Context: an optimization exercise on an open-source flow, tuned for small area. The choices shown serve that exercise and are no tape-out recipe.
The RTL was checked by simulation tests, not by an equivalence proof against the original design.
Power is estimated from default activity; no workload was simulated.

==> design.v <==
module signal(
	input clk,
	input rst,
	input [9:0] input_signal,
	input en_inc,						 
	output reg SPWM_1,
	output reg SPWM_2
);
reg [9:0] conteo;
wire [9:0] sum;
wire [9:2] cy;
assign sum[1:0] = conteo[1:0];
assign sum[2] = ~conteo[2];
assign cy[3]  = conteo[2];
assign sum[3] = ~(conteo[3] ^ cy[3]);
assign cy[4]  = conteo[3] | cy[3];
assign sum[4] = conteo[4] ^ cy[4];
assign cy[5]  = conteo[4] & cy[4];
assign sum[5] = conteo[5] ^ cy[5];
assign cy[6]  = conteo[5] & cy[5];
assign sum[6] = ~(conteo[6] ^ cy[6]);
assign cy[7]  = conteo[6] | cy[6];
assign sum[7] = ~(conteo[7] ^ cy[7]);
assign cy[8]  = conteo[7] | cy[7];
assign sum[8] = conteo[8] ^ cy[8];
assign cy[9]  = conteo[8] & cy[8];
assign sum[9] = conteo[9] ^ cy[9];
wire [10:0] lt, eq;
assign lt[10] = 1'b0;
assign eq[10] = 1'b1;
genvar j;
generate for (j = 9; j >= 0; j = j - 1) begin : cmp
	assign lt[j] = lt[j+1] | (eq[j+1] & ~input_signal[j] & conteo[j]);
	assign eq[j] = eq[j+1] & ~(input_signal[j] ^ conteo[j]);
end endgenerate
always @(posedge clk) begin
	if (rst) begin
		conteo <= 0;
	end else if (~|input_signal) begin
		conteo <= sum;
	end
end
always @(posedge clk) begin
	if (rst) begin
		SPWM_1 <= 1'b0;
		SPWM_2 <= 1'b0;
	end else if (en_inc) begin
		SPWM_2 <= 1'b0;
		SPWM_1 <= (lt[0] | eq[0]) & ~&input_signal;
	end else begin
		SPWM_1 <= 1'b0;
		SPWM_2 <= ~lt[0];
	end
end
endmodule
module mem2(
	input  [9:0] k,
	output reg [8:0] g
);
wire [8:0] h = k[9] ? ~k[8:0] : k[8:0];
always @* begin
	case (h)
		9'd0: g = 9'd306;
		9'd1: g = 9'd127;
		9'd2: g = 9'd97;
		9'd3: g = 9'd82;
		9'd4: g = 9'd72;
		9'd5: g = 9'd65;
		9'd6: g = 9'd61;
		9'd7: g = 9'd56;
		9'd8: g = 9'd52;
		9'd9: g = 9'd50;
		9'd10: g = 9'd48;
		9'd11: g = 9'd45;
		9'd12: g = 9'd43;
		9'd13: g = 9'd42;
		9'd14: g = 9'd41;
		9'd15: g = 9'd39;
		9'd16: g = 9'd38;
		9'd17: g = 9'd36;
		9'd18: g = 9'd36;
		9'd19: g = 9'd35;
		9'd20: g = 9'd34;
		9'd21: g = 9'd34;
		9'd22: g = 9'd32;
		9'd23: g = 9'd32;
		9'd24: g = 9'd31;
		9'd25: g = 9'd31;
		9'd26: g = 9'd30;
		9'd27: g = 9'd30;
		9'd28: g = 9'd29;
		9'd29: g = 9'd28;
		9'd30: g = 9'd28;
		9'd31: g = 9'd28;
		9'd32: g = 9'd27;
		9'd33: g = 9'd27;
		9'd34: g = 9'd26;
		9'd35: g = 9'd27;
		9'd36: g = 9'd25;
		9'd37: g = 9'd26;
		9'd38: g = 9'd25;
		9'd39: g = 9'd25;
		9'd40: g = 9'd24;
		9'd41: g = 9'd24;
		9'd42: g = 9'd24;
		9'd43: g = 9'd24;
		9'd44: g = 9'd23;
		9'd45: g = 9'd24;
		9'd46: g = 9'd22;
		9'd47: g = 9'd23;
		9'd48: g = 9'd23;
		9'd49: g = 9'd22;
		9'd50: g = 9'd22;
		9'd51: g = 9'd22;
		9'd52: g = 9'd21;
		9'd53: g = 9'd22;
		9'd54: g = 9'd21;
		9'd55: g = 9'd21;
		9'd56: g = 9'd21;
		9'd57: g = 9'd21;
		9'd58: g = 9'd21;
		9'd59: g = 9'd20;
		9'd60: g = 9'd20;
		9'd61: g = 9'd20;
		9'd62: g = 9'd20;
		9'd63: g = 9'd20;
		9'd64: g = 9'd20;
		9'd65: g = 9'd19;
		9'd66: g = 9'd20;
		9'd67: g = 9'd19;
		9'd68: g = 9'd19;
		9'd69: g = 9'd19;
		9'd70: g = 9'd19;
		9'd71: g = 9'd18;
		9'd72: g = 9'd19;
		9'd73: g = 9'd19;
		9'd74: g = 9'd18;
		9'd75: g = 9'd18;
		9'd76: g = 9'd18;
		9'd77: g = 9'd18;
		9'd78: g = 9'd18;
		9'd79: g = 9'd18;
		9'd80: g = 9'd18;
		9'd81: g = 9'd18;
		9'd82: g = 9'd17;
		9'd83: g = 9'd18;
		9'd84: g = 9'd17;
		9'd85: g = 9'd17;
		9'd86: g = 9'd17;
		9'd87: g = 9'd17;
		9'd88: g = 9'd17;
		9'd89: g = 9'd17;
		9'd90: g = 9'd17;
		9'd91: g = 9'd17;
		9'd92: g = 9'd17;
		9'd93: g = 9'd16;
		9'd94: g = 9'd17;
		9'd95: g = 9'd16;
		9'd96: g = 9'd16;
		9'd97: g = 9'd17;
		9'd98: g = 9'd16;
		9'd99: g = 9'd16;
		9'd100: g = 9'd16;
		9'd101: g = 9'd16;
		9'd102: g = 9'd16;
		9'd103: g = 9'd16;
		9'd104: g = 9'd16;
		9'd105: g = 9'd15;
		9'd106: g = 9'd16;
		9'd107: g = 9'd15;
		9'd108: g = 9'd16;
		9'd109: g = 9'd15;
		9'd110: g = 9'd16;
		9'd111: g = 9'd15;
		9'd112: g = 9'd15;
		9'd113: g = 9'd16;
		9'd114: g = 9'd15;
		9'd115: g = 9'd15;
		9'd116: g = 9'd15;
		9'd117: g = 9'd15;
		9'd118: g = 9'd15;
		9'd119: g = 9'd15;
		9'd120: g = 9'd14;
		9'd121: g = 9'd15;
		9'd122: g = 9'd15;
		9'd123: g = 9'd15;
		9'd124: g = 9'd14;
		9'd125: g = 9'd15;
		9'd126: g = 9'd14;
		9'd127: g = 9'd15;
		9'd128: g = 9'd14;
		9'd129: g = 9'd15;
		9'd130: g = 9'd14;
		9'd131: g = 9'd14;
		9'd132: g = 9'd14;
		9'd133: g = 9'd15;
		9'd134: g = 9'd14;
		9'd135: g = 9'd14;
		9'd136: g = 9'd14;
		9'd137: g = 9'd14;
		9'd138: g = 9'd14;
		9'd139: g = 9'd14;
		9'd140: g = 9'd14;
		9'd141: g = 9'd13;
		9'd142: g = 9'd14;
		9'd143: g = 9'd14;
		9'd144: g = 9'd14;
		9'd145: g = 9'd13;
		9'd146: g = 9'd14;
		9'd147: g = 9'd14;
		9'd148: g = 9'd13;
		9'd149: g = 9'd14;
		9'd150: g = 9'd13;
		9'd151: g = 9'd14;
		9'd152: g = 9'd13;
		9'd153: g = 9'd13;
		9'd154: g = 9'd14;
		9'd155: g = 9'd13;
		9'd156: g = 9'd13;
		9'd157: g = 9'd14;
		9'd158: g = 9'd13;
		9'd159: g = 9'd13;
		9'd160: g = 9'd13;
		9'd161: g = 9'd13;
		9'd162: g = 9'd13;
		9'd163: g = 9'd13;
		9'd164: g = 9'd13;
		9'd165: g = 9'd13;
		9'd166: g = 9'd13;
		9'd167: g = 9'd13;
		9'd168: g = 9'd13;
		9'd169: g = 9'd13;
		9'd170: g = 9'd13;
		9'd171: g = 9'd12;
		9'd172: g = 9'd13;
		9'd173: g = 9'd13;
		9'd174: g = 9'd13;
		9'd175: g = 9'd12;
		9'd176: g = 9'd13;
		9'd177: g = 9'd12;
		9'd178: g = 9'd13;
		9'd179: g = 9'd13;
		9'd180: g = 9'd12;
		9'd181: g = 9'd13;
		9'd182: g = 9'd12;
		9'd183: g = 9'd13;
		9'd184: g = 9'd12;
		9'd185: g = 9'd12;
		9'd186: g = 9'd13;
		9'd187: g = 9'd12;
		9'd188: g = 9'd12;
		9'd189: g = 9'd13;
		9'd190: g = 9'd12;
		9'd191: g = 9'd12;
		9'd192: g = 9'd12;
		9'd193: g = 9'd13;
		9'd194: g = 9'd12;
		9'd195: g = 9'd12;
		9'd196: g = 9'd12;
		9'd197: g = 9'd12;
		9'd198: g = 9'd12;
		9'd199: g = 9'd12;
		9'd200: g = 9'd12;
		9'd201: g = 9'd12;
		9'd202: g = 9'd12;
		9'd203: g = 9'd12;
		9'd204: g = 9'd12;
		9'd205: g = 9'd12;
		9'd206: g = 9'd12;
		9'd207: g = 9'd12;
		9'd208: g = 9'd12;
		9'd209: g = 9'd12;
		9'd210: g = 9'd11;
		9'd211: g = 9'd12;
		9'd212: g = 9'd12;
		9'd213: g = 9'd12;
		9'd214: g = 9'd12;
		9'd215: g = 9'd11;
		9'd216: g = 9'd12;
		9'd217: g = 9'd12;
		9'd218: g = 9'd11;
		9'd219: g = 9'd12;
		9'd220: g = 9'd11;
		9'd221: g = 9'd12;
		9'd222: g = 9'd12;
		9'd223: g = 9'd11;
		9'd224: g = 9'd12;
		9'd225: g = 9'd11;
		9'd226: g = 9'd12;
		9'd227: g = 9'd11;
		9'd228: g = 9'd12;
		9'd229: g = 9'd11;
		9'd230: g = 9'd12;
		9'd231: g = 9'd11;
		9'd232: g = 9'd11;
		9'd233: g = 9'd12;
		9'd234: g = 9'd11;
		9'd235: g = 9'd12;
		9'd236: g = 9'd11;
		9'd237: g = 9'd11;
		9'd238: g = 9'd11;
		9'd239: g = 9'd12;
		9'd240: g = 9'd11;
		9'd241: g = 9'd11;
		9'd242: g = 9'd11;
		9'd243: g = 9'd12;
		9'd244: g = 9'd11;
		9'd245: g = 9'd11;
		9'd246: g = 9'd11;
		9'd247: g = 9'd11;
		9'd248: g = 9'd12;
		9'd249: g = 9'd11;
		9'd250: g = 9'd11;
		9'd251: g = 9'd11;
		9'd252: g = 9'd11;
		9'd253: g = 9'd11;
		9'd254: g = 9'd11;
		9'd255: g = 9'd11;
		9'd256: g = 9'd11;
		9'd257: g = 9'd11;
		9'd258: g = 9'd11;
		9'd259: g = 9'd11;
		9'd260: g = 9'd11;
		9'd261: g = 9'd11;
		9'd262: g = 9'd11;
		9'd263: g = 9'd11;
		9'd264: g = 9'd11;
		9'd265: g = 9'd11;
		9'd266: g = 9'd11;
		9'd267: g = 9'd10;
		9'd268: g = 9'd11;
		9'd269: g = 9'd11;
		9'd270: g = 9'd11;
		9'd271: g = 9'd11;
		9'd272: g = 9'd11;
		9'd273: g = 9'd10;
		9'd274: g = 9'd11;
		9'd275: g = 9'd11;
		9'd276: g = 9'd11;
		9'd277: g = 9'd10;
		9'd278: g = 9'd11;
		9'd279: g = 9'd11;
		9'd280: g = 9'd11;
		9'd281: g = 9'd10;
		9'd282: g = 9'd11;
		9'd283: g = 9'd11;
		9'd284: g = 9'd10;
		9'd285: g = 9'd11;
		9'd286: g = 9'd11;
		9'd287: g = 9'd10;
		9'd288: g = 9'd11;
		9'd289: g = 9'd10;
		9'd290: g = 9'd11;
		9'd291: g = 9'd11;
		9'd292: g = 9'd10;
		9'd293: g = 9'd11;
		9'd294: g = 9'd10;
		9'd295: g = 9'd11;
		9'd296: g = 9'd10;
		9'd297: g = 9'd11;
		9'd298: g = 9'd10;
		9'd299: g = 9'd11;
		9'd300: g = 9'd10;
		9'd301: g = 9'd11;
		9'd302: g = 9'd10;
		9'd303: g = 9'd11;
		9'd304: g = 9'd10;
		9'd305: g = 9'd11;
		9'd306: g = 9'd10;
		9'd307: g = 9'd10;
		9'd308: g = 9'd11;
		9'd309: g = 9'd10;
		9'd310: g = 9'd11;
		9'd311: g = 9'd10;
		9'd312: g = 9'd10;
		9'd313: g = 9'd11;
		9'd314: g = 9'd10;
		9'd315: g = 9'd10;
		9'd316: g = 9'd11;
		9'd317: g = 9'd10;
		9'd318: g = 9'd10;
		9'd319: g = 9'd11;
		9'd320: g = 9'd10;
		9'd321: g = 9'd10;
		9'd322: g = 9'd11;
		9'd323: g = 9'd10;
		9'd324: g = 9'd10;
		9'd325: g = 9'd10;
		9'd326: g = 9'd11;
		9'd327: g = 9'd10;
		9'd328: g = 9'd10;
		9'd329: g = 9'd10;
		9'd330: g = 9'd10;
		9'd331: g = 9'd11;
		9'd332: g = 9'd10;
		9'd333: g = 9'd10;
		9'd334: g = 9'd10;
		9'd335: g = 9'd10;
		9'd336: g = 9'd11;
		9'd337: g = 9'd10;
		9'd338: g = 9'd10;
		9'd339: g = 9'd10;
		9'd340: g = 9'd10;
		9'd341: g = 9'd10;
		9'd342: g = 9'd10;
		9'd343: g = 9'd10;
		9'd344: g = 9'd11;
		9'd345: g = 9'd10;
		9'd346: g = 9'd10;
		9'd347: g = 9'd10;
		9'd348: g = 9'd10;
		9'd349: g = 9'd10;
		9'd350: g = 9'd10;
		9'd351: g = 9'd10;
		9'd352: g = 9'd10;
		9'd353: g = 9'd10;
		9'd354: g = 9'd10;
		9'd355: g = 9'd10;
		9'd356: g = 9'd10;
		9'd357: g = 9'd10;
		9'd358: g = 9'd10;
		9'd359: g = 9'd10;
		9'd360: g = 9'd10;
		9'd361: g = 9'd10;
		9'd362: g = 9'd10;
		9'd363: g = 9'd10;
		9'd364: g = 9'd10;
		9'd365: g = 9'd10;
		9'd366: g = 9'd10;
		9'd367: g = 9'd10;
		9'd368: g = 9'd10;
		9'd369: g = 9'd10;
		9'd370: g = 9'd10;
		9'd371: g = 9'd10;
		9'd372: g = 9'd10;
		9'd373: g = 9'd10;
		9'd374: g = 9'd10;
		9'd375: g = 9'd10;
		9'd376: g = 9'd9;
		9'd377: g = 9'd10;
		9'd378: g = 9'd10;
		9'd379: g = 9'd10;
		9'd380: g = 9'd10;
		9'd381: g = 9'd10;
		9'd382: g = 9'd10;
		9'd383: g = 9'd10;
		9'd384: g = 9'd9;
		9'd385: g = 9'd10;
		9'd386: g = 9'd10;
		9'd387: g = 9'd10;
		9'd388: g = 9'd10;
		9'd389: g = 9'd10;
		9'd390: g = 9'd10;
		9'd391: g = 9'd9;
		9'd392: g = 9'd10;
		9'd393: g = 9'd10;
		9'd394: g = 9'd10;
		9'd395: g = 9'd10;
		9'd396: g = 9'd9;
		9'd397: g = 9'd10;
		9'd398: g = 9'd10;
		9'd399: g = 9'd10;
		9'd400: g = 9'd10;
		9'd401: g = 9'd9;
		9'd402: g = 9'd10;
		9'd403: g = 9'd10;
		9'd404: g = 9'd10;
		9'd405: g = 9'd9;
		9'd406: g = 9'd10;
		9'd407: g = 9'd10;
		9'd408: g = 9'd10;
		9'd409: g = 9'd9;
		9'd410: g = 9'd10;
		9'd411: g = 9'd10;
		9'd412: g = 9'd10;
		9'd413: g = 9'd9;
		9'd414: g = 9'd10;
		9'd415: g = 9'd10;
		9'd416: g = 9'd10;
		9'd417: g = 9'd9;
		9'd418: g = 9'd10;
		9'd419: g = 9'd10;
		9'd420: g = 9'd9;
		9'd421: g = 9'd10;
		9'd422: g = 9'd10;
		9'd423: g = 9'd9;
		9'd424: g = 9'd10;
		9'd425: g = 9'd10;
		9'd426: g = 9'd10;
		9'd427: g = 9'd9;
		9'd428: g = 9'd10;
		9'd429: g = 9'd10;
		9'd430: g = 9'd9;
		9'd431: g = 9'd10;
		9'd432: g = 9'd10;
		9'd433: g = 9'd9;
		9'd434: g = 9'd10;
		9'd435: g = 9'd10;
		9'd436: g = 9'd9;
		9'd437: g = 9'd10;
		9'd438: g = 9'd10;
		9'd439: g = 9'd9;
		9'd440: g = 9'd10;
		9'd441: g = 9'd9;
		9'd442: g = 9'd10;
		9'd443: g = 9'd10;
		9'd444: g = 9'd9;
		9'd445: g = 9'd10;
		9'd446: g = 9'd10;
		9'd447: g = 9'd9;
		9'd448: g = 9'd10;
		9'd449: g = 9'd10;
		9'd450: g = 9'd9;
		9'd451: g = 9'd10;
		9'd452: g = 9'd9;
		9'd453: g = 9'd10;
		9'd454: g = 9'd10;
		9'd455: g = 9'd9;
		9'd456: g = 9'd10;
		9'd457: g = 9'd9;
		9'd458: g = 9'd10;
		9'd459: g = 9'd10;
		9'd460: g = 9'd9;
		9'd461: g = 9'd10;
		9'd462: g = 9'd9;
		9'd463: g = 9'd10;
		9'd464: g = 9'd10;
		9'd465: g = 9'd9;
		9'd466: g = 9'd10;
		9'd467: g = 9'd9;
		9'd468: g = 9'd10;
		9'd469: g = 9'd9;
		9'd470: g = 9'd10;
		9'd471: g = 9'd10;
		9'd472: g = 9'd9;
		9'd473: g = 9'd10;
		9'd474: g = 9'd9;
		9'd475: g = 9'd10;
		9'd476: g = 9'd10;
		9'd477: g = 9'd9;
		9'd478: g = 9'd10;
		9'd479: g = 9'd9;
		9'd480: g = 9'd10;
		9'd481: g = 9'd9;
		9'd482: g = 9'd10;
		9'd483: g = 9'd9;
		9'd484: g = 9'd10;
		9'd485: g = 9'd10;
		9'd486: g = 9'd9;
		9'd487: g = 9'd10;
		9'd488: g = 9'd9;
		9'd489: g = 9'd10;
		9'd490: g = 9'd9;
		9'd491: g = 9'd10;
		9'd492: g = 9'd10;
		9'd493: g = 9'd9;
		9'd494: g = 9'd10;
		9'd495: g = 9'd9;
		9'd496: g = 9'd10;
		9'd497: g = 9'd9;
		9'd498: g = 9'd10;
		9'd499: g = 9'd9;
		9'd500: g = 9'd10;
		9'd501: g = 9'd10;
		9'd502: g = 9'd9;
		9'd503: g = 9'd10;
		9'd504: g = 9'd9;
		9'd505: g = 9'd10;
		9'd506: g = 9'd9;
		9'd507: g = 9'd10;
		9'd508: g = 9'd9;
		9'd509: g = 9'd10;
		9'd510: g = 9'd9;
		default: g = 9'd10;
	endcase
end
endmodule
module tracker(
	input clk,
	input load0,		 
	input step,			 
	input grant,		 
	input [8:0] g,
	output need,
	output reg [9:0] v,
	output reg rg,		 
	output at15358,
	output at15359,
	output wrap			 
);
reg [8:0] r;
wire [9:0] vc = {vc[8:0] & v[8:0], 1'b1};
wire [8:0] rb = {rb[7:0] & ~r[7:0], 1'b1};
wire vmax = &v;
wire last = r[0] & ~|r[8:1];
assign need = ~rg & ~|r;
assign at15359 = ~rg & vmax & last;
assign at15358 = ~rg & vmax & r[1] & ~r[0] & ~|r[8:2];
assign wrap = step & rg & vmax;
always @(posedge clk) begin
	if (load0) begin
		v <= 10'd0;
		r <= 9'd0;
		rg <= 1'b0;
	end else if (need) begin
		if (grant)
			r <= g;
	end else if (step) begin
		if (rg | last) begin
			v <= v ^ vc;
			if (vmax)
				rg <= ~rg;
		end
		if (~rg)
			r <= r ^ rb;
	end
end
endmodule
module Incrementador(
	input clk,
	input rst,
	input en,
	input rg,				 
	input at15359,			 
	input wrap,				 
	output load0,			 
	output step				 
);
reg [1:0] contador;
reg b14;					 
wire run = en | (~b14 & ~rg & ~at15359);
always @(posedge clk) begin
	if (rst) begin
		contador <= 0;
		b14 <= 1'b0;
	end else if (run) begin
		if (contador[1]) begin
			contador <= 0;
			if (wrap)
				b14 <= ~b14;
		end else begin
			contador <= {contador[0], ~contador[0]};
		end
	end else begin
		contador <= 0;
		b14 <= 1'b0;
	end
end
assign step = run & contador[1];
assign load0 = rst | ~run;
endmodule
module Decrementador(
	input clk,
	input rst,
	input en,
	input rg,				 
	input at15359,			 
	output at_zero,			 
	output zero_value,		 
	output load0,			 
	output step				 
);
reg [1:0] contador;
reg dz, dzh;
wire run = en | (~rg & ~at15359);
always @(posedge clk) begin
	if (rst) begin
		contador <= 0;
		dz <= 1'b1;
		dzh <= 1'b0;
	end else if (run) begin
		if (contador[1]) begin
			contador <= 0;
			dz <= 1'b0;
		end else begin
			contador <= {contador[0], ~contador[0]};
		end
	end else begin
		contador <= 0;
		dz <= 1'b1;
		dzh <= ~at15359;
	end
end
assign step = run & contador[1];
assign load0 = rst | ~run;
assign at_zero = dz ? ~dzh : at15359;
assign zero_value = dz | rg;
endmodule
module contador1(
	input clk,
	input rst,
	input inc_end,				 
	input dec_zero,				 
	input [9:0] v_inc,			 
	input [9:0] v_dec,			 
	output reg en_inc,			 
	output reg [9:0] salida		 
);
reg contador;
reg [2:0] cont;
reg e_inc;
reg [2:0] c;
always @(posedge clk) begin
	if (rst) begin
		en_inc <= 1'b1;
		salida <= 0;
		cont <= 0;
		contador <= 0;
	end else begin
		e_inc = en_inc;
		c = cont;
		if (inc_end && e_inc) begin
			contador <= ~contador;
			if (contador) begin
				c = {c[2] ^ (c[1] & c[0]), c[1] ^ c[0], ~c[0]};
				if (c == 3'd5) begin
					e_inc = 1'b0;
					c = 0;
				end
			end
		end else begin
			salida <= en_inc ? v_inc : v_dec;
		end
		if (dec_zero && !e_inc) begin
			contador <= ~contador;
			if (contador) begin
				c = {c[2] ^ (c[1] & c[0]), c[1] ^ c[0], ~c[0]};
				if (c == 3'd5) begin
					e_inc = 1'b1;
					c = 0;
				end
			end
		end else begin
			salida <= e_inc ? v_inc : v_dec;
		end
		en_inc <= e_inc;
		cont <= c;
	end
end
endmodule
module TopLevel(
	input clk,
	input rst,
	output reg [9:0] output_data,
	output SPWM_1,
	output SPWM_2
);
wire en_inc;
wire inc_load0, inc_step, inc_rg, inc_15358, inc_15359, inc_wrap;
wire dec_load0, dec_step, dec_rg, dec_15359, dec_zero, dec_zval;
wire [9:0] vi, vd, salida;
wire need_i, need_d;
wire [8:0] g;
Incrementador inst_inc(
	.clk(clk),
	.rst(rst),
	.en(en_inc),
	.rg(inc_rg),
	.at15359(inc_15359),
	.wrap(inc_wrap),
	.load0(inc_load0),
	.step(inc_step)
);
Decrementador inst_dec(
	.clk(clk),
	.rst(rst),
	.en(!en_inc),
	.rg(dec_rg),
	.at15359(dec_15359),
	.at_zero(dec_zero),
	.zero_value(dec_zval),
	.load0(dec_load0),
	.step(dec_step)
);
mem2 inst_mem2(.k(need_i ? vi : vd), .g(g));
tracker trk_inc(.clk(clk), .load0(inc_load0), .step(inc_step), .grant(1'b1), .g(g), .need(need_i),
	.v(vi), .rg(inc_rg), .at15358(inc_15358), .at15359(inc_15359), .wrap(inc_wrap));
tracker trk_dec(.clk(clk), .load0(dec_load0), .step(dec_step), .grant(!need_i), .g(g), .need(need_d),
	.v(vd), .rg(dec_rg), .at15358(), .at15359(dec_15359), .wrap());
contador1 inst_contador1(
	.clk(clk),
	.rst(rst),
	.inc_end(inc_15358),
	.dec_zero(dec_zero),
	.v_inc(inc_rg ? 10'd0 : vi),
	.v_dec(dec_zval ? 10'd0 : ~vd),
	.en_inc(en_inc),
	.salida(salida)
);
always @(posedge clk) begin
	if (rst)
		output_data <= 10'd0;
	else
		output_data <= salida;
end
signal inst_signal(
	.clk(clk),
	.rst(rst),
	.input_signal(output_data),
	.en_inc(en_inc),
	.SPWM_1(SPWM_1),
	.SPWM_2(SPWM_2)
);
endmodule
==> flow/run.sh <==
#!/bin/bash
# Own layout flow: the standard layout (standard.sh, ORFS make), with one
# change to synthesis: the final ABC mapping uses an area-oriented script
# (flow/area.abc) and no buffering/upsizing, and the ORFS adder
# extraction (extract_fa) and Kogge-Stone lookahead map are not used.
# Port buffers use the smallest buffer cell.
# Everything else (Yosys front end, -nofsm -noshare, flattening, renaming,
# floorplan, PDN, placement, CTS, routing) is the standard flow.
set -euo pipefail
W=$(pwd)
# synthesis script: ORFS synth.tcl with only its abc call replaced
sed "s#log_cmd abc {\*}\$abc_args#abc -script $W/flow/area.abc {*}\$lib_args {*}\$lib_dont_use_args#" \
  "$FLOW_HOME/scripts/synth.tcl" > "$W/own_synth_body.tcl"
grep -q "flow/area.abc" "$W/own_synth_body.tcl"
sed "s#source \$::env(SCRIPTS_DIR)/synth.tcl#source $W/own_synth_body.tcl#" \
  "$W/synth_recipe.tcl" > "$W/own_synth.tcl"
grep -q "own_synth_body.tcl" "$W/own_synth.tcl"
bash "$W/standard.sh" SYNTH_SCRIPT="$W/own_synth.tcl" ADDER_MAP_FILE= SYNTH_OPERATIONS_ARGS=-nordff BUFFER_PORTS_ARGS="-buffer_cell sky130_fd_sc_hd__buf_1" CTS_ARGS="-sink_clustering_enable -repair_clock_nets -dont_use_dummy_load -sink_clustering_size 30 -sink_clustering_max_diameter 100 -buf_list sky130_fd_sc_hd__clkbuf_8" finish \
  > "$W/flow_make.log" 2>&1
test -f "$W/out/final.def"
==> flow/area.abc <==
strash
&get -n
&deepsyn -T 60
&put
dch -f
amap
==> standard.sh <==
#!/bin/bash
# synth_recipe.tcl (not shown) runs the flow's synth.tcl, then flattens the netlist and writes it again
# the make line also repeats each setting of config.mk as NAME=value (left out here)
make -C /OpenROAD-flow-scripts/flow DESIGN_CONFIG=/design/flow/config.mk WORK_HOME=/design/flow/orfs CLKGATE_MAP_FILE= SYNTH_SCRIPT=/design/flow/synth_recipe.tcl "${@:-finish}"
==> config.mk <==
export PLATFORM = sky130hd
export DESIGN_NAME = TopLevel
export DESIGN_NICKNAME = TopLevel
export VERILOG_FILES = /design/flow/design.v
export SDC_FILE = /design/flow/constraint.sdc
export NUM_CORES = 4
export LEC_CHECK = 0
export ABC_AREA = 1
export CAP_MARGIN = 20
export CORE_MARGIN = 2
export CORE_UTILIZATION = 20
export CTS_CLUSTER_SIZE = 30
export GPL_TIMING_DRIVEN = 0
export PLACE_DENSITY = 0.35
export SLEW_MARGIN = 20
export SYNTH_MEMORY_MAX_BITS = 262144
==> constraint.sdc <==
create_clock -name core_clock -period 10.0 [get_ports {clk}]
set_input_delay 2.0000 -clock core_clock [delete_from_list [all_inputs] [get_ports {clk}]]
set_output_delay 2.0000 -clock core_clock [all_outputs]
set_load 0.01 [all_outputs]
==> results of run 1 <==
[routing by layer]
layer | up-vias | GRT usage (%) | wire length [um] | part of all wire, %
met5 | - | 0 | 0 | 0
li1 | 2155 | - | - | -
met1 | 1935 | 14.90 | 5688 | 43
met3 | 35 | 2.324 | 682 | 5.2
met2 | 145 | 21.31 | 6351 | 48
met4 | 0 | 6.238 | 420 | 3.2
[synthesized netlist by cell type (10+ instances only)]
library cell / instances
nor2_1: 128
dfxtp_1: 82
o21ai_0: 39
o221ai_1: 10
o22a_1: 17
nor3_1: 31
nand2_1: 43
a211oi_1: 18
o22ai_1: 20
a21oi_1: 34
clkinv_1: 89
[stage by stage]
stage	cell area (um^2)	cells	worst slack (ns)	hold WS, ns	power [mW]
floorplan	4200	590	6.094	0.3842	0.7007
global placement	4593	878	4.384	0.3935	0.8359
detailed placement	4601	878	4.517	0.3950	0.8313
CTS	4725	887	4.500	0.4055	1.026
global route	4725	887	3.958	0.4328	1.097
finish	4725	887	4.472	0.4066	1.019
[registers in the layout (all words and copies together), names as in the netlist, 2 cells and up]
| register | cells |
|---|---|
| inst_contador1.cont | 3 |
| inst_contador1.salida | 10 |
| inst_dec.contador | 2 |
| inst_inc.contador | 2 |
| inst_signal.conteo | 8 |
| output_data | 10 |
| trk_dec.r | 9 |
| trk_dec.v | 10 |
| trk_inc.r | 9 |
| trk_inc.v | 10 |
[final cells by class]
cell class / count / area, um^2
Clock buffer: 9 / 123.9
Fill cell: 2340 / 16100
Inverter: 89 / 334.1
Multi-Input combinational cell: 419 / 2231
Sequential cell: 82 / 1642
Tap cell: 275 / 344.1
Timing Repair Buffer: 13 / 50.05
[logic make-up after synthesis]
logic type | synth area share [%]
simple gates | 25.35
compound gates | 27.61
buf+inv | 7.954
flops | 39.08
[path summary, 6_finish.rpt]
| check | to | slack [ns] | depth (start not counted) |
|---|---|---|---|
| setup reg to reg | trk_dec.r[1] | 4.47 | 20 |
| hold / removal | inst_inc.contador[0] | 0.41 | 1 |
| hold reg to reg | inst_inc.contador[0] | 0.41 | 1 |
| setup / recovery | trk_dec.r[1] | 4.47 | 20 |
[worst max-delay path: stages (launching register included)]
cell	delay, ns
dfxtp_1	0.34
nor4_1	0.25
nand2_1	0.12
or2_0	0.25
nor2_1	0.28
nand2_1	0.27
o221ai_1	0.84
clkinv_1	0.51
nor2_1	0.39
clkinv_1	0.15
nor2_1	0.15
clkinv_1	0.23
o31ai_1	0.40
nor3_1	0.11
a31oi_1	0.22
nor2_1	0.06
nor2_1	0.15
a31oi_1	0.07
o21ai_0	0.31
o221a_1	0.25
nor2_1	0.04
[power by group through the flow]
stage	clock [mW]	combinational [mW]	sequential, mW
2_1_floorplan	0	0.307	0.394
3_3_place_gp	0	0.436	0.400
3_5_place_dp	0	0.431	0.401
4_1_cts	0.201	0.432	0.393
5_1_grt	0.214	0.484	0.399
6_report	0.189	0.436	0.393
==> metrics.cfg, run 1 <==
[route]
first_pass_iters = 4
wl_um = 13140
wl_per_cell_um = 14.82
via_per_inst = 4.814
drc = 0
vias = 4270
detail-route-antenna-nets = 0
dr.first_iter.drc_count = 313

[final_layout]
final_common_cell = nor2_1
utilization_pct = 22.69
layout-drive-gt1-share_pct = 1.797
layout_common_cells = nor2_1, clkinv_1, dfxtp_1, nand2_1, o21ai_0
diodes = 0
nNetsFinal = 616
area_growth_pct = 12.48

[clocking]
post_cts_buffers = 0
clkTransAtPathRegs_ns = 0.08
holdBufCountCts = 0
root_buffer = clkbuf_8
htreeDepth = 3
cts_tree = done
cts-buffers-inserted = 9
cts.sinks = 82
cts_resized = 0
cts_buffer_depth = 2
insertion_delay_ns = 0.36

[timing]
tightest_slew_ns = 1.014
period_share_pct = 55.28
fin_skew_ns = 0.02206
max_freq_ghz = 0.1809
post-route-min-period_ns = 5.528
setup_violations = 0
hold_viol = 0
slew_headroom_pct = 32.40
slew_viol_final = 0
setup_tns_ns = 0
rsz0062_at_grt = false

[synthesis]
ys_seq_area_share_pct = 39.08
syn_nets = 592
synth_edf_count = 0
synth_top_area_cell = dfxtp_1
syn_area_per_cell_um2 = 7.119
async_reset_ff_share_pct = 0
synth.distinct_cells = 39
synthCells = 590
synth-main-ff-cell = dfxtp_1
synthTopCellsByArea = dfxtp_1, nor2_1, clkinv_1
yosys_register_bits = 82
syn_area_mm2 = 0.004200
yosys.area.top_type_share_pct = 39.08
yosys_warnings = 7

[global_routing]
grtUsageTotal_pct = 12.44
antenna_found_initial = 0
grt_pass1_vias = 4107
grt_pass1_wl_um = 21430
grt_max_degree = 28
grt_overflow = 0

[worst_setup_path]
crit_start = trk_inc.r[4]
cp.required_ns = 10.24
critical_path_arrival_ns = 5.77
critPathMaxFanout = 9
r2r_start = trk_inc.r[4]
critical_path_class = reg -> reg
critPathLaunchType = flop
crit_path_end_kind = flop

[floorplanning]
fp.dieArea_mm2 = 0.02218
rows = 53
start_util_pct = 20.17
io_pins = 14
dieWidth_um = 148.9
die_h_um = 148.9
floorplan.core_area_mm2 = 0.02082

[placement]
post-dp-hpwl_um = 10340
gp_congestion = 0.8856
port_buffers = 13

[pwr]
leakage_nw = 1.519
p_sw_mw = 0.4352
switching_share_pct = 42.71
peakVddDrop_v = 0.00005244
p_int_mw = 0.5838
clockPowerShare_pct = 18.6
combPwrFrac_pct = 42.8
seq_power_share_pct = 38.6
power.density_mw_per_mm2 = 215.7

[min_path]
min_from = inst_inc.contador[0]
holdCritPathClass = reg -> reg

[outcome]
status = finished clean

[flow_run]
maxCapViolations = 0

==> inputs of run 2 (changes only) <==
--- a/flow/run.sh
+++ b/flow/run.sh
@@ -4,5 +4,6 @@
 # (flow/area.abc) and no buffering/upsizing, and the ORFS adder
 # extraction (extract_fa) and Kogge-Stone lookahead map are not used.
-# Port buffers use the smallest buffer cell.
+# Port buffers use the smallest buffer cell. Clock tree: clkbuf_8 buffers,
+# no dummy loads.
 # Everything else (Yosys front end, -nofsm -noshare, flattening, renaming,
 # floorplan, PDN, placement, CTS, routing) is the standard flow.
==> run 2 against run 1 <==
  * Hold slack unchanged
  * Critical endpoint unchanged
  * Combinational power barely moved
  * Wire length is the same
  * Flip-flop and latch count is the same
  * Sequential power barely moved
  * Area after synthesis stayed put
  * Cell count unchanged
  * Non-clock buffer count did not move
  * Clock skew unchanged
  * Critical path depth stayed put
  * Cell area did not move
==> metrics.cfg, run 2 <==
[min_path]
min_to = inst_inc.contador[0]
holdCritPathClass = reg -> reg
min_path_cells = 1
min_from = inst_inc.contador[0]

[clocking]
holdBufCountCts = 0
cts.sinks = 82
insertion_delay_ns = 0.36
root_buffer = clkbuf_8
cts-buffers-inserted = 9
cts_resized = 0
clkTransAtPathRegs_ns = 0.08
htreeDepth = 3
cts_tree = done
cts_buffer_depth = 2
post_cts_buffers = 0

[synthesis]
yosys_register_bits = 82
syn_area_mm2 = 0.004200
synth_xor_area_share_pct = 0
ys_seq_area_share_pct = 39.08
synth_common_cells = nor2_1, clkinv_1, dfxtp_1
synthSimpleGateAreaFrac_pct = 25.35
synth.distinct_cells = 39
yosys_warnings = 7
syn_area_per_cell_um2 = 7.119
synth_edf_count = 0
syn_nets = 592
synth_top_area_cell = dfxtp_1
synthCells = 590
synthMostInstantiatedCell = nor2_1
synth_top_family_by_area = compound AO/OA/AOI/OAI gates
synth_compound_area_share_pct = 27.61
synth-main-ff-cell = dfxtp_1
synthTopCellsByArea = dfxtp_1, nor2_1, clkinv_1
synthMuxAreaShare_pct = 0
synth-adder-area-share_pct = 0
async_reset_ff_share_pct = 0
yosys.area.top_type_share_pct = 39.08

[floorplanning]
start_util_pct = 20.17
dieWidth_um = 148.9
fp.dieArea_mm2 = 0.02218
die_h_um = 148.9
rows = 53
io_pins = 14
floorplan.core_area_mm2 = 0.02082

[pwr]
peakVddDrop_v = 0.00005244
leakage_nw = 1.519
power.density_mw_per_mm2 = 215.7
p_total_mw = 1.019

[worst_setup_path]
rr_endpoint = trk_dec.r[1]
rrSetupSlack_ns = 4.47
crit_path_cell_trace = nor4_1 > nand2_1 > or2_0 > nor2_1 > nand2_1 > o221ai_1 > clkinv_1 > nor2_1 > clkinv_1 > nor2_1 > clkinv_1 > o31ai_1 > nor3_1 > a31oi_1 > nor2_1 > nor2_1 > a31oi_1 > o21ai_0 > o221a_1 > nor2_1
critPathLaunchType = flop
slowest_stage = o221ai_1
cpMostUsedCell = nor2_1
worst_path_dominant_cell_family = compound AO/OA/AOI/OAI gates
cp.required_ns = 10.24
crit_path_end_kind = flop
rr_worst_depth = 20
crit_start = trk_inc.r[4]
critical_path_arrival_ns = 5.77
crit_path_max_incr_delay_ns = 0.84
critPathMaxFanout = 9
crit_buf_inv = 3
r2r_start = trk_inc.r[4]
critical_path_class = reg -> reg

[timing]
slew_viol_final = 0
rsz0062_at_grt = false
fin_skew_ns = 0.02206
setup_ws_ns = 4.472
setup_violations = 0
period_share_pct = 55.28
hold_viol = 0
tightest_slew_ns = 1.014
post-route-min-period_ns = 5.528
setup_tns_ns = 0
max_freq_ghz = 0.1809
slew_headroom_pct = 32.40

[final_layout]
layout-drive-gt1-share_pct = 1.797
layout_common_cells = nor2_1, clkinv_1, dfxtp_1, nand2_1, o21ai_0
nNetsFinal = 616
final_cell_area_mm2 = 0.004725
fillers = 2340
final_common_cell = nor2_1
diodes = 0
fin_cells = 887
area_growth_pct = 12.48

[route]
detail-route-antenna-nets = 0
wl_um = 13140
vias = 4270
via_per_inst = 4.814
wl_per_cell_um = 14.82
dr.first_iter.drc_count = 313
first_pass_iters = 4
drc = 0

[placement]
dpl_cell_area_mm2 = 0.004601
post-dp-hpwl_um = 10340
gp_congestion = 0.8856
dp_slack_ns = 4.517
dpl.cell_count = 878
port_buffers = 13

[global_routing]
grtUsageTotal_pct = 12.44
antenna_found_initial = 0
grt_overflow = 0
grt_max_degree = 28
grt_pass1_vias = 4107
grt_pass1_wl_um = 21430

[outcome]
status = finished clean

[flow_run]
maxCapViolations = 0

## run 2: cell counts in the layout (fill, tap and decap cells not counted)
No cell type changed its count.
## run 2: how the worst max path moves through the flow
stage                               to  slack [ns]  cells past startpoint
after floorplan           trk_dec.r[1]        6.09                     21
after global placement    trk_dec.r[1]        4.38                     18
after detailed placement  trk_dec.r[1]        4.52                     20
after CTS                 trk_dec.r[1]        4.50                     20
after global routing      trk_dec.r[1]        3.96                     18
final                     trk_dec.r[1]        4.47                     20
## run 2: cell families (layout without fill, tap and decap cells)
kind of cell    Yosys count  in the layout
flops                    82             82
buf+inv                  89            111
simple gates            244            244
compound gates          175            175
## run 2: area by class of cell
type	count	area (um^2)	area share, %
Timing Repair Buffer	13	50.05	1.059
Sequential cell	82	1642	34.75
Tap cell	275	344.1	7.283
Clock buffer	9	123.9	2.622
Inverter	89	334.1	7.071
Multi-Input combinational cell	419	2231	47.22
## run 2: metal layers
layer / routed length [um] / GRT usage (%)
met1: 5688 / 14.90
met2: 6351 / 21.31
met3: 682 / 2.324
met4: 420 / 6.238
met5: 0 / 0
## run 2: power by group
group | switching, mW | leakage (nW) | total, mW | internal [mW]
combinational | 0.301 | 0.787 | 0.436 | 0.136
sequential | 0.0257 | 0.667 | 0.393 | 0.367
clock | 0.109 | 0.0647 | 0.189 | 0.0806
total | 0.435 | 1.52 | 1.02 | 0.584
## run 2: stage by stage
step	util, %	hold slack, ns
6_report	22.69	0.4066
5_1_grt	22.69	0.4328
4_1_cts	22.69	0.4055
3_5_place_dp	22.09	0.3950
3_3_place_gp	22.06	0.3935
2_1_floorplan	-	0.3842
==> inputs of run 3 (changes only) <==
==> flow/area.abc (replaced) <==
strash
&get -n
&deepsyn -I 4 -T 240 -S 7
&put
dch -f
amap
==> run 3 against run 2 <==
  * Worst setup slack worse by 1.0 ns
  * Area after synthesis down 1.2%
  * Sequential share of layout area rose by 0.32 points
==> metrics.cfg, run 3 <==
[outcome]
status = finished clean

[final_layout]
layout_common_cells = nor2_1, clkinv_1, dfxtp_1, nand2_1, a21oi_1
nNetsFinal = 607
final_common_cell = nor2_1
area_growth_pct = 12.81
diodes = 0
utilization_pct = 23.06
layout-drive-gt1-share_pct = 2.322

[pwr]
p_sw_mw = 0.5600
p_int_mw = 0.6300
peakVddDrop_v = 0.00009743
switching_share_pct = 47.06
leakage_nw = 1.533
power.density_mw_per_mm2 = 254.2
seq_power_share_pct = 32.9
combPwrFrac_pct = 51.1
clockPowerShare_pct = 16.0

[timing]
max_freq_ghz = 0.1528
rsz0062_at_grt = false
slew_headroom_pct = 32.42
fin_skew_ns = 0.02204
post-route-min-period_ns = 6.543
period_share_pct = 65.43
fin_hold_ws_ns = 0.4053
setup_ws_ns = 3.457
tightest_slew_ns = 1.003
slew_viol_final = 0
setup_tns_ns = 0
hold_viol = 0
setup_violations = 0

[worst_setup_path]
critical_path_class = reg -> reg
critPathLaunchType = flop
critPathMaxFanout = 9
cp.required_ns = 10.22
rr_worst_depth = 21
r2r_start = trk_inc.r[2]
crit_start = trk_inc.r[2]
critical_path_arrival_ns = 6.77
crit_path_end_kind = flop
rrSetupSlack_ns = 3.46

[clocking]
cts-buffers-inserted = 9
insertion_delay_ns = 0.37
cts_buffer_depth = 2
holdBufCountCts = 0
cts_tree = done
root_buffer = clkbuf_8
cts.sinks = 82
clkTransAtPathRegs_ns = 0.07
post_cts_buffers = 0
htreeDepth = 3
cts_resized = 0

[min_path]
min_from = inst_dec.contador[0]
min_path_cells = 1
holdCritPathClass = reg -> reg

[floorplanning]
rows = 52
die_h_um = 148.1
io_pins = 14
fp.dieArea_mm2 = 0.02192
floorplan.core_area_mm2 = 0.02030
dieWidth_um = 148.1
start_util_pct = 20.45

[synthesis]
synth-main-ff-cell = dfxtp_1
synth_top_area_cell = dfxtp_1
yosys.area.top_type_share_pct = 39.55
yosys_register_bits = 82
synth_edf_count = 0
synthCells = 581
syn_area_per_cell_um2 = 7.143
async_reset_ff_share_pct = 0
syn_nets = 583
synthMostInstantiatedCell = nor2_1
synth_common_cells = nor2_1, clkinv_1, dfxtp_1
synthTopCellsByArea = dfxtp_1, nor2_1, clkinv_1
synth.distinct_cells = 35
ys_seq_area_share_pct = 39.55
syn_area_mm2 = 0.004150
yosys_warnings = 7

[route]
first_pass_iters = 5
wl_um = 13210
via_per_inst = 4.800
detail-route-antenna-nets = 0
vias = 4190
drc = 0
wl_per_cell_um = 15.13
dr.first_iter.drc_count = 369

[placement]
post-dp-hpwl_um = 10300
dp_slack_ns = 3.480
gp_congestion = 0.8718
port_buffers = 13

[global_routing]
antenna_found_initial = 0
grt_pass1_wl_um = 21550
grt_overflow = 0
grt_max_degree = 26
grt_pass1_vias = 3877
grtUsageTotal_pct = 12.50

[flow_run]
maxCapViolations = 0

## run 3: routing by layer
metal  track usage, %  share of wire (%)
met4            3.667                1.5
met1            17.53                 50
met5                0                  0
met2            19.44                 44
met3            2.515                3.9
## run 3: logic make-up (layout without fill, tap and decap cells)
| logic type | after synthesis | in the layout | synth area share, % |
|---|---|---|---|
| simple gates | 246 | 246 | 26.05 |
| flops | 82 | 82 | 39.55 |
| compound gates | 165 | 165 | 26.44 |
| buf+inv | 88 | 110 | 7.959 |
## run 3: power groups by stage
| stage | logic (mW) | registers (mW) | clock network [mW] |
|---|---|---|---|
| after detailed placement | 0.597 | 0.399 | 0 |
| after global routing | 0.683 | 0.396 | 0.217 |
| final | 0.609 | 0.391 | 0.190 |
| after global placement | 0.618 | 0.398 | 0 |
| after CTS | 0.599 | 0.391 | 0.204 |
| after floorplan | 0.425 | 0.392 | 0 |
## run 3: final timing paths
check,endpoint
max,trk_dec.r[0]
min,inst_dec.contador[0]
max reg2reg,trk_dec.r[0]
min reg2reg,inst_dec.contador[0]
## run 3: worst max-delay path, stage by stage (launching register included)
cell	delay, ns
dfxtp_1	0.33
nor4_1	0.27
nand2_1	0.14
or3_1	0.34
nor2_1	0.58
clkinv_1	0.29
nand2_1	0.33
o22ai_1	0.12
nor2_1	0.48
clkinv_1	0.44
nor2_1	0.46
clkinv_1	0.20
nor2_1	0.19
a21oi_1	0.11
o22ai_1	0.35
nor2_1	0.11
o21a_1	0.19
o41ai_1	0.59
or3_1	0.20
a31oi_1	0.12
a211oi_1	0.42
o21ai_0	0.15
## run 3: per-stage QoR
stage | instances | power [mW] | cell area (um^2)
2_1_floorplan | 581 | 0.8170 | 4150
3_3_place_gp | 864 | 1.016 | 4537
3_5_place_dp | 864 | 0.9960 | 4551
4_1_cts | 873 | 1.195 | 4674
5_1_grt | 873 | 1.296 | 4682
6_report | 873 | 1.190 | 4682
## run 3: area by class of cell
| type | count | area [um^2] |
|---|---|---|
| multi-input combinational | 411 | 2198 |
| fill | 2314 | 15620 |
| inverter | 88 | 330.3 |
| sequential | 82 | 1642 |
| clock buffer | 9 | 123.9 |
| tap | 270 | 337.8 |
| timing repair buffer | 13 | 50.05 |
==> inputs of run 4 (changes only) <==
--- a/flow/run.sh
+++ b/flow/run.sh
@@ -17,5 +17,5 @@
   "$W/synth_recipe.tcl" > "$W/own_synth.tcl"
 grep -q "own_synth_body.tcl" "$W/own_synth.tcl"
-bash "$W/standard.sh" SYNTH_SCRIPT="$W/own_synth.tcl" ADDER_MAP_FILE= SYNTH_OPERATIONS_ARGS=-nordff BUFFER_PORTS_ARGS="-buffer_cell sky130_fd_sc_hd__buf_1" CTS_ARGS="-sink_clustering_enable -repair_clock_nets -dont_use_dummy_load -sink_clustering_size 30 -sink_clustering_max_diameter 100 -buf_list sky130_fd_sc_hd__clkbuf_8" finish \
+bash "$W/standard.sh" SYNTH_SCRIPT="$W/own_synth.tcl" ADDER_MAP_FILE= SYNTH_OPERATIONS_ARGS=-nordff BUFFER_PORTS_ARGS="-buffer_cell sky130_fd_sc_hd__buf_1" CTS_ARGS="-sink_clustering_enable -repair_clock_nets -dont_use_dummy_load -sink_clustering_size 50 -sink_clustering_max_diameter 200 -sink_clustering_levels 1 -buf_list sky130_fd_sc_hd__clkbuf_8" finish \
   > "$W/flow_make.log" 2>&1
 test -f "$W/out/final.def"
==> flow/area.abc (replaced) <==
strash
&get -n
&deepsyn -T 60
&put
dch -f
amap
==> run 4 against run 3 <==
  * Clock power is essentially flat
  * Synthesized cell count rose by 1.5%
  * Via count grew 1.9%
  * Cell count up 1.6%
  * Global-route usage decreased by 0.062 points
  * Critical path type unchanged
  * Highest routed layer unchanged
==> metrics.cfg, run 4 <==
[global_routing]
antenna_found_initial = 0
grt_pass1_wl_um = 21430
grt_overflow = 0
grt_pass1_vias = 4107
grt_max_degree = 28
grtUsageTotal_pct = 12.44

[final_layout]
nNetsFinal = 616
final_common_cell = nor2_1
layout-drive-gt1-share_pct = 1.797
layout_common_cells = nor2_1, clkinv_1, dfxtp_1, nand2_1, o21ai_0
diodes = 0
fillers = 2340
area_growth_pct = 12.48

[route]
vias = 4270
detail-route-antenna-nets = 0
dr.first_iter.drc_count = 313
wl_um = 13140
via_per_inst = 4.814
drc = 0
first_pass_iters = 4
wl_per_cell_um = 14.82

[timing]
tightest_slew_ns = 1.014
setup_violations = 0
max_freq_ghz = 0.1809
fin_hold_ws_ns = 0.4066
fin_skew_ns = 0.02206
slew_headroom_pct = 32.40
rsz0062_at_grt = false
slew_viol_final = 0
period_share_pct = 55.28
setup_tns_ns = 0
post-route-min-period_ns = 5.528
hold_viol = 0

[placement]
port_buffers = 13
post-dp-hpwl_um = 10340
gp_congestion = 0.8856

[worst_setup_path]
crit_path_max_incr_delay_ns = 0.84
cp.required_ns = 10.24
rrSetupSlack_ns = 4.47
critical_path_class = reg -> reg
crit_path_cell_trace = nor4_1 > nand2_1 > or2_0 > nor2_1 > nand2_1 > o221ai_1 > clkinv_1 > nor2_1 > clkinv_1 > nor2_1 > clkinv_1 > o31ai_1 > nor3_1 > a31oi_1 > nor2_1 > nor2_1 > a31oi_1 > o21ai_0 > o221a_1 > nor2_1
crit_buf_inv = 3
slowest_stage = o221ai_1
cpMostUsedCell = nor2_1
crit_path_end_kind = flop
worst_path_dominant_cell_family = compound AO/OA/AOI/OAI gates
r2r_start = trk_inc.r[4]
rr_worst_depth = 20
critPathLaunchType = flop
critPathMaxFanout = 9
rr_endpoint = trk_dec.r[1]
critical_path_arrival_ns = 5.77

[min_path]
min_to = inst_inc.contador[0]
min_path_cells = 1
holdCritPathClass = reg -> reg
min_from = inst_inc.contador[0]

[synthesis]
yosys_warnings = 7
synth_edf_count = 0
async_reset_ff_share_pct = 0
synth_top_area_cell = dfxtp_1
syn_area_per_cell_um2 = 7.119
syn_area_mm2 = 0.004200
synthMostInstantiatedCell = nor2_1
synthTopCellsByArea = dfxtp_1, nor2_1, clkinv_1
ys_seq_area_share_pct = 39.08
synth_common_cells = nor2_1, clkinv_1, dfxtp_1
syn_nets = 592
yosys.area.top_type_share_pct = 39.08
synth-main-ff-cell = dfxtp_1
synth.distinct_cells = 39
yosys_register_bits = 82
synthCells = 590

[floorplanning]
fp.dieArea_mm2 = 0.02218
io_pins = 14
rows = 53
floorplan.core_area_mm2 = 0.02082
dieWidth_um = 148.9
start_util_pct = 20.17
die_h_um = 148.9

[pwr]
leakage_nw = 1.519
seq_power_share_pct = 38.6
peakVddDrop_v = 0.00005244
clockPowerShare_pct = 18.6
power.density_mw_per_mm2 = 215.7
switching_share_pct = 42.71
combPwrFrac_pct = 42.8
p_int_mw = 0.5838
p_sw_mw = 0.4352

[clocking]
holdBufCountCts = 0
cts_tree = done
cts_buffer_depth = 2
htreeDepth = 3
clkTransAtPathRegs_ns = 0.08
cts-buffers-inserted = 9
root_buffer = clkbuf_8
post_cts_buffers = 0
cts.sinks = 82
insertion_delay_ns = 0.36
cts_resized = 0

[outcome]
status = finished clean

[flow_run]
maxCapViolations = 0

[run 4: cell types whose count changed after synthesis, sizes merged, moves of 5 or more]
cell    previous run  this run
nor2b             11         0
o22a               3        17
nor2             121       128
or3               11         6
nand2             51        43
o21ai             30        39
a222oi            11         2
nor3              26        31
[run 4: cell families (layout without fill, tap and decap cells)]
kind of cell	count (synthesis)	count (layout)	synth area share, %
DFF	82	82	39.08
AOI/OAI and AO/OA	175	175	27.61
and+or+nand+nor	244	244	25.35
buffers and inverters	89	111	7.954
[run 4: power by group through the flow]
stage / combinational (mW) / clock, mW / sequential [mW]
final: 0.436 / 0.189 / 0.393
after global routing: 0.484 / 0.214 / 0.399
after CTS: 0.432 / 0.201 / 0.393
after detailed placement: 0.431 / 0 / 0.401
after global placement: 0.436 / 0 / 0.400
after floorplan: 0.307 / 0 / 0.394
[run 4: through the flow]
step / setup slack (ns) / util, % / total power [mW] / cell area, um^2 / instances
2_1_floorplan: 6.094 / - / 0.7007 / 4200 / 590
3_3_place_gp: 4.384 / 22.06 / 0.8359 / 4593 / 878
3_5_place_dp: 4.517 / 22.09 / 0.8313 / 4601 / 878
4_1_cts: 4.500 / 22.69 / 1.026 / 4725 / 887
5_1_grt: 3.958 / 22.69 / 1.097 / 4725 / 887
6_report: 4.472 / 22.69 / 1.019 / 4725 / 887
[run 4: worst register-to-register path: cells and delay by family, from the launching register on]
family                 cells  cell delay, ns
AOI/OAI and AO/OA          6            2.10
and+or+nand+nor           11            2.07
buffers and inverters      3            0.90
DFF                        1            0.34
[run 4: cell type report]
type                    count  area, um^2  area share, %
multi-input cells         419        2231          47.22
flip-flops and latches     82        1642          34.75
inverters                  89       334.1          7.071
well taps                 275       344.1          7.283
clock buffers               9       123.9          2.622
repair buffers             13       50.05          1.059
[run 4: worst max-delay path by stage]
stage                 start            to  cells after the start
4_1_cts        trk_inc.r[4]  trk_dec.r[1]                     20
3_3_place_gp   trk_inc.r[2]  trk_dec.r[1]                     18
2_1_floorplan  trk_inc.r[2]  trk_dec.r[1]                     21
5_1_grt        trk_inc.r[4]  trk_dec.r[1]                     18
6_report       trk_inc.r[4]  trk_dec.r[1]                     20
3_5_place_dp   trk_inc.r[2]  trk_dec.r[1]                     20
[run 4: metal layers]
metal | vias to the layer above | routed length, um | track usage [%]
met1 | 1935 | 5688 | 14.90
met4 | 0 | 420 | 6.238
met5 | - | 0 | 0
met2 | 145 | 6351 | 21.31
met3 | 35 | 682 | 2.324
li1 | 2155 | - | -

==> static timing again, ports no longer ideal <==
In the flow no input, the clock included, has a driving cell. The finished layouts below were timed again as built, in two steps.
Step 1: set_driving_cell puts a clkbuf_16 on clk and a buf_2 on each other input, an assumption about the parent block.
Step 2 adds t to the input delays and takes it off the output delays; t is the mean of the earliest and latest rising clock arrival at the registers after step 1. Input paths then give back, and output paths get back, about the clock's delay inside the block.
Slacks: ideal ports / drivers / drivers and shift; pairs: ideal ports / drivers.
run	shift t [ns]	setup WS [ns]	hold WS [ns]	worst setup path after step 2	latest minus earliest clock arrival (ns)
run 1	0.387	4.472 / 4.472 / 4.472	0.407 / 0.407 / 0.407	register to register	0.023 / 0.022
run 2	0.387	4.472 / 4.472 / 4.472	0.407 / 0.407 / 0.407	register to register	0.023 / 0.022
run 3	0.388	3.457 / 3.457 / 3.457	0.405 / 0.405 / 0.405	register to register	0.022 / 0.022
run 4	0.387	4.472 / 4.472 / 4.472	0.407 / 0.407 / 0.407	register to register	0.023 / 0.022
After both steps every run listed still meets setup and hold.
